Source: an optimization exercise on an open RTL-to-GDS flow (aim: small area, a short achievable clock period and few clock cycles). Production flows keep margins and buffers that such runs may drop. In this exercise RTL edits were held to simulation tests only and were not proved equivalent to the original. Power figures rest on the tool's default switching activity, not on a simulated workload.

## north
==> flow/design.v (excerpt) <==
module zmc_alu (
	input  [15:0] a_in,
	input  [15:0] b_in,
	input  [7:0]  op_in,
	input         z_flag_in,
	input         s_flag_in,
	input         c_flag_in,
	input         ovr_flag_in,
	input         clk,
	input         a_reset_l,
	output reg [15:0] c_out,
	output reg    z_flag_out,
	output reg    s_flag_out,
	output reg    c_flag_out,
	output reg    ovr_flag_out,
	output        valid_out
);
Size in the first run: about 1,500 cells after synthesis, about 39 flip-flops, ~67 I/O pins, about 0.0098 mm² of cells after synthesis.
==> module zmc_alu, before the edit <==
module zmc_alu (
	input  [15:0] a_in,
	input  [15:0] b_in,
	input  [7:0]  op_in,
	input         z_flag_in,
	input         s_flag_in,
	input         c_flag_in,
	input         ovr_flag_in,
	input         clk,
	input         a_reset_l,
	output reg [15:0] c_out,
	output reg    z_flag_out,
	output reg    s_flag_out,
	output reg    c_flag_out,
	output reg    ovr_flag_out,
	output        valid_out
);
	wire [15:0] a = a_in;
	wire [15:0] b = b_in;
	wire [3:0]  n = op_in[3:0];
	wire        cont = op_in[5];
	wire        zi = z_flag_in, si = s_flag_in, ci = c_flag_in, vi = ovr_flag_in;
	wire hi00    = (op_in[7:6] == 2'b00) & ~op_in[4];
	wire n_arith = (n == 4'h0) | (n == 4'h1) | (n == 4'h3) | (n == 4'h4) | (n == 4'h8) | (n == 4'hB);
	wire g_arith = hi00 & n_arith;
	wire g_logic = (op_in[7:4] == 4'h4);
	wire g_shift = (op_in[7:4] == 4'h8) & ~(op_in[2] & op_in[1]);
	wire is_mul  = hi00 & (n == 4'h2);
	wire is_div  = (op_in == 8'h0F);
	wire is_md   = is_mul | is_div;
	wire signd   = op_in[5];
	wire        x_a    = op_in[3] & ~op_in[2];                
	wire        x_ones = ~op_in[3] & op_in[2];                
	wire        x_d    = op_in[3] & op_in[2];                 
	wire        y_inv  = op_in[1] & op_in[0];                 
	wire        cin    = cont ? (ci & (op_in[3] | op_in[2] | op_in[0])) : op_in[0];
	wire        sel_a, sel_a1, sel_r;
	wire [15:0] dx;
	wire [15:0] x = ({16{sel_a}} & a) | ({16{sel_a1}} & {1'b0, a[15:1]}) |
	                ({16{sel_r}} & dx) | {16{x_ones}};
	wire [15:0] y = y_inv ? ~b : b;
	wire [15:0] sum, carry;
	wire        c16;
	pfx_add #(16) add_i (.x(x), .y(y), .cin(cin), .s(sum), .c(carry), .cout(c16));
	wire        c15 = carry[15];
	wire        sum_zero = (sum == 16'd0);
	wire        b_nz   = |b;
	wire        b_lnz  = |b[14:0];
	wire        neg_sub = ~cont & y_inv;       
	wire        negc    = cont & (n == 4'h3);  
	reg ar_c, ar_v;
	always @(*) begin
		if (negc) begin
			ar_c = b_nz | ci;
			ar_v = ~ci & b[15] & ~b_lnz;
		end else if (neg_sub) begin
			ar_c = c16 & b_nz;
			ar_v = (c16 & b_nz) ^ (c15 & b_lnz);
		end else begin
			ar_c = c16;
			ar_v = c16 ^ c15;
		end
	end
	wire mov   = (n == 4'h0);
	wire ar_z  = mov ? zi : (sum_zero & (~cont | zi));
	wire ar_s  = mov ? si : sum[15];
	wire ar_cf = mov ? ci : ar_c;
	wire ar_vf = mov ? vi : ar_v;
	reg [15:0] lg;
	integer i;
	always @(*) begin
		for (i = 0; i < 16; i = i + 1)
			lg[i] = op_in[{b[i], a[i]}];
		if (n == 4'hF) lg = 16'h0001;
	end
	reg        sh_fill, sh_c;
	reg [15:0] sh;
	always @(*) begin
		sh_c = ci;
		case (op_in[2:0])
			3'd0: sh_fill = 1'b0;
			3'd1: sh_fill = 1'b1;
			3'd2: sh_fill = op_in[3] ? b[0] : b[15];
			3'd4: sh_fill = op_in[3] ? b[15] : b[0];
			default: sh_fill = ci;
		endcase
		if (op_in[2:0] == 3'd5) sh_c = op_in[3] ? b[15] : b[0];
		sh = op_in[3] ? {b[14:0], sh_fill} : {sh_fill, b[15:1]};
	end
	reg         busy;  
	reg         vreg;  
	reg  [3:0]  pos;   
	reg  [16:0] ra;    
	reg  [14:0] rb;    
	wire        first = ~busy;
	wire [24:0] t;
	mul_step mul_i (
		.h(first ? 17'd0 : ra),
		.A({signd & a[15], a}),
		.C(first ? b[7:0] : b[15:8]),
		.neg(signd & ~first),
		.t(t)
	);
	reg  [3:0]  nf;
	integer k;
	always @(*) begin
		nf = 4'd15;
		for (k = 0; k < 16; k = k + 1)
			if (b[k]) nf = 15 - k;
	end
	wire        nf_small = b[15] | b[14];
	wire [15:0] r_init = {1'b0, a[15:1]} >> nf;
	reg         abit;  
	wire [3:0]  pos_m1 = (busy ? pos : nf) - 4'd1;
	wire [3:0]  pos_next = (busy | nf_small) ? pos_m1 : nf;
	assign      dx = {ra[14:0], abit};
	assign      sel_r  = x_d & busy;
	assign      sel_a  = x_a | (x_d & ~busy & b[15]);
	assign      sel_a1 = x_d & ~busy & ~b[15];
	wire        q = (busy & ra[15]) | c16;
	wire [15:0] r_next = q ? sum : x;
	always @(posedge clk or negedge a_reset_l) begin
		if (!a_reset_l) begin
			busy <= 1'b0;
			vreg <= 1'b0;
		end else begin
			busy <= is_md & ~vreg;
			vreg <= ~vreg & ((busy & (is_mul | (is_div & (pos == 4'd0)))) | (~busy & is_div & b[15]));
		end
	end
	always @(posedge clk) begin
		pos  <= pos_next;
		abit <= a[pos_next];
		if (is_mul) begin
			ra <= t[24:8];
			rb <= {7'd0, t[7:0]};
		end else begin
			ra <= {1'b0, (busy | nf_small) ? r_next : r_init};
			rb <= busy ? {rb[13:0], q} : {14'd0, q & nf_small};
		end
	end
	assign valid_out = vreg;
	wire [15:0] md_out = vreg ? ra[15:0] :
	                     is_mul ? {t[7:0], rb[7:0]} : {busy ? rb[14:0] : 15'd0, q};
	wire a_z  = ~(|a);
	wire md_z = is_div ? (a_z & b_nz) : (a_z | ~b_nz);
	wire md_s = is_div ? si : (signd & (a[15] ^ b[15]));
	wire md_v = is_div ? ~b_nz : vi;
	always @(*) begin
		c_out = 16'd0; z_flag_out = 1'b0; s_flag_out = 1'b0; c_flag_out = 1'b0; ovr_flag_out = 1'b0;
		if (g_arith) begin
			c_out = sum; z_flag_out = ar_z; s_flag_out = ar_s; c_flag_out = ar_cf; ovr_flag_out = ar_vf;
		end else if (g_logic) begin
			c_out = lg; z_flag_out = (lg == 16'd0); s_flag_out = lg[15]; c_flag_out = ci; ovr_flag_out = vi;
		end else if (g_shift) begin
			c_out = sh; z_flag_out = (sh == 16'd0); s_flag_out = sh[15]; c_flag_out = sh_c; ovr_flag_out = vi;
		end else if (is_md) begin
			c_out = md_out; z_flag_out = md_z; s_flag_out = md_s; c_flag_out = ci; ovr_flag_out = md_v;
		end
	end
endmodule
==> flow/config.mk <==
export PLATFORM = sky130hd
export DESIGN_NAME = zmc_alu
export DESIGN_NICKNAME = zmc_alu
export VERILOG_FILES = /design/flow/design.v
export SDC_FILE = /design/flow/constraint.sdc
export NUM_CORES = 4
export LEC_CHECK = 0
export ABC_AREA = 1
export ABC_CLOCK_PERIOD_IN_PS = 8000
export CAP_MARGIN = 20
export CORE_MARGIN = 2
export CORE_UTILIZATION = 40
export SETUP_SLACK_MARGIN = 5
export SLEW_MARGIN = 20
==> flow/constraint.sdc <==
create_clock -name core_clock -period 16.0 [get_ports {clk}]
set_input_delay 3.2000 -clock core_clock [delete_from_list [all_inputs] [get_ports {clk}]]
set_output_delay 3.2000 -clock core_clock [all_outputs]
set_load 0.01 [all_outputs]
standard.sh (not shown) runs the stock make flow with config.mk's settings and CLKGATE_MAP_FILE= SYNTH_SCRIPT=/design/flow/synth_recipe.tcl, a recipe that flattens the netlist after the stock synthesis.
==> flow/flow/run.sh <==
#!/bin/bash
# Layout flow: the standard flow (standard.sh) with two changes: the port
# buffers that global placement inserts on every input and output are
# sky130_fd_sc_hd__buf_2 instead of the cell the resizer picks by default, and
# timing repair aims at 5 ns of setup slack instead of config.mk's 5.
# The output of the whole run goes to standard.log in this folder; ORFS keeps
# each step's log under orfs/logs.
set -e
export BUFFER_PORTS_ARGS="-buffer_cell sky130_fd_sc_hd__buf_2"
sed 's/SETUP_SLACK_MARGIN=[0-9.]*/SETUP_SLACK_MARGIN=5/' standard.sh > standard_margin.sh
bash standard_margin.sh > standard.log 2>&1
north closes out successfully: all stages finished, all timing, DRC and antenna checks passed.
Testbench counts of north, summed over its fixed seeds: cycles 5,871.
For south, these inputs were changed with respect to north:
--- a/flow/design.v
+++ b/flow/design.v
@@ -315,11 +315,11 @@
 	wire [15:0] y = y_inv ? ~b : b;
 	wire [15:0] sum, carry;
 	wire        c16;
 	pfx_add #(16) add_i (.x(x), .y(y), .cin(cin), .s(sum), .c(carry), .cout(c16));
 	wire        c15 = carry[15];
-	wire        sum_zero = (sum == 16'd0);
+	wire        sum_zero = ((x ^ y) == {x[14:0] | y[14:0], cin});
 	wire        b_nz   = |b;
 	wire        b_lnz  = |b[14:0];
 	wire        neg_sub = ~cont & y_inv;       
 	wire        negc    = cont & (n == 4'h3);  
 	reg ar_c, ar_v;
==> notes.md <==
Of north and south, north shows the lower synthesized area, with south above it. Summary — post-synthesis instance total, south relative to north: higher, by 33. north → south: setup slack after layout lost 0.075 ns, post-layout total power picked up an extra about 2%, utilization lost 0.31 points.
Testbench counts of south, summed over its fixed seeds: cycles 5,871.

[separate check: timing with driven ports]
In the flow no input, the clock included, has a driving cell. The finished layouts below were timed again as built, in two steps. Step 1: set_driving_cell puts a clkbuf_16 on clk and a buf_2 on each other input, an assumption about the parent block. Step 2 also shifts input and output timing later by t, the mid clock arrival at the registers, as if the neighbouring blocks saw the same clock. Slacks: ideal ports / drivers / drivers and shift; pairs: ideal ports / drivers.
run | shift t [ns] | setup slack, ns | worst data-port slew with drivers (ns) | cell pins on the clock port's net
north | 0.329 | 5.256 / 5.235 / 5.235 | 0.04 | 1
south | 0.341 | 5.180 / 5.151 / 5.151 | 0.05 | 1
After both steps every run listed still meets setup and hold. The setup slack of south, which loses most, moves by -0.029 ns with the drivers and by -0.029 ns with both steps.
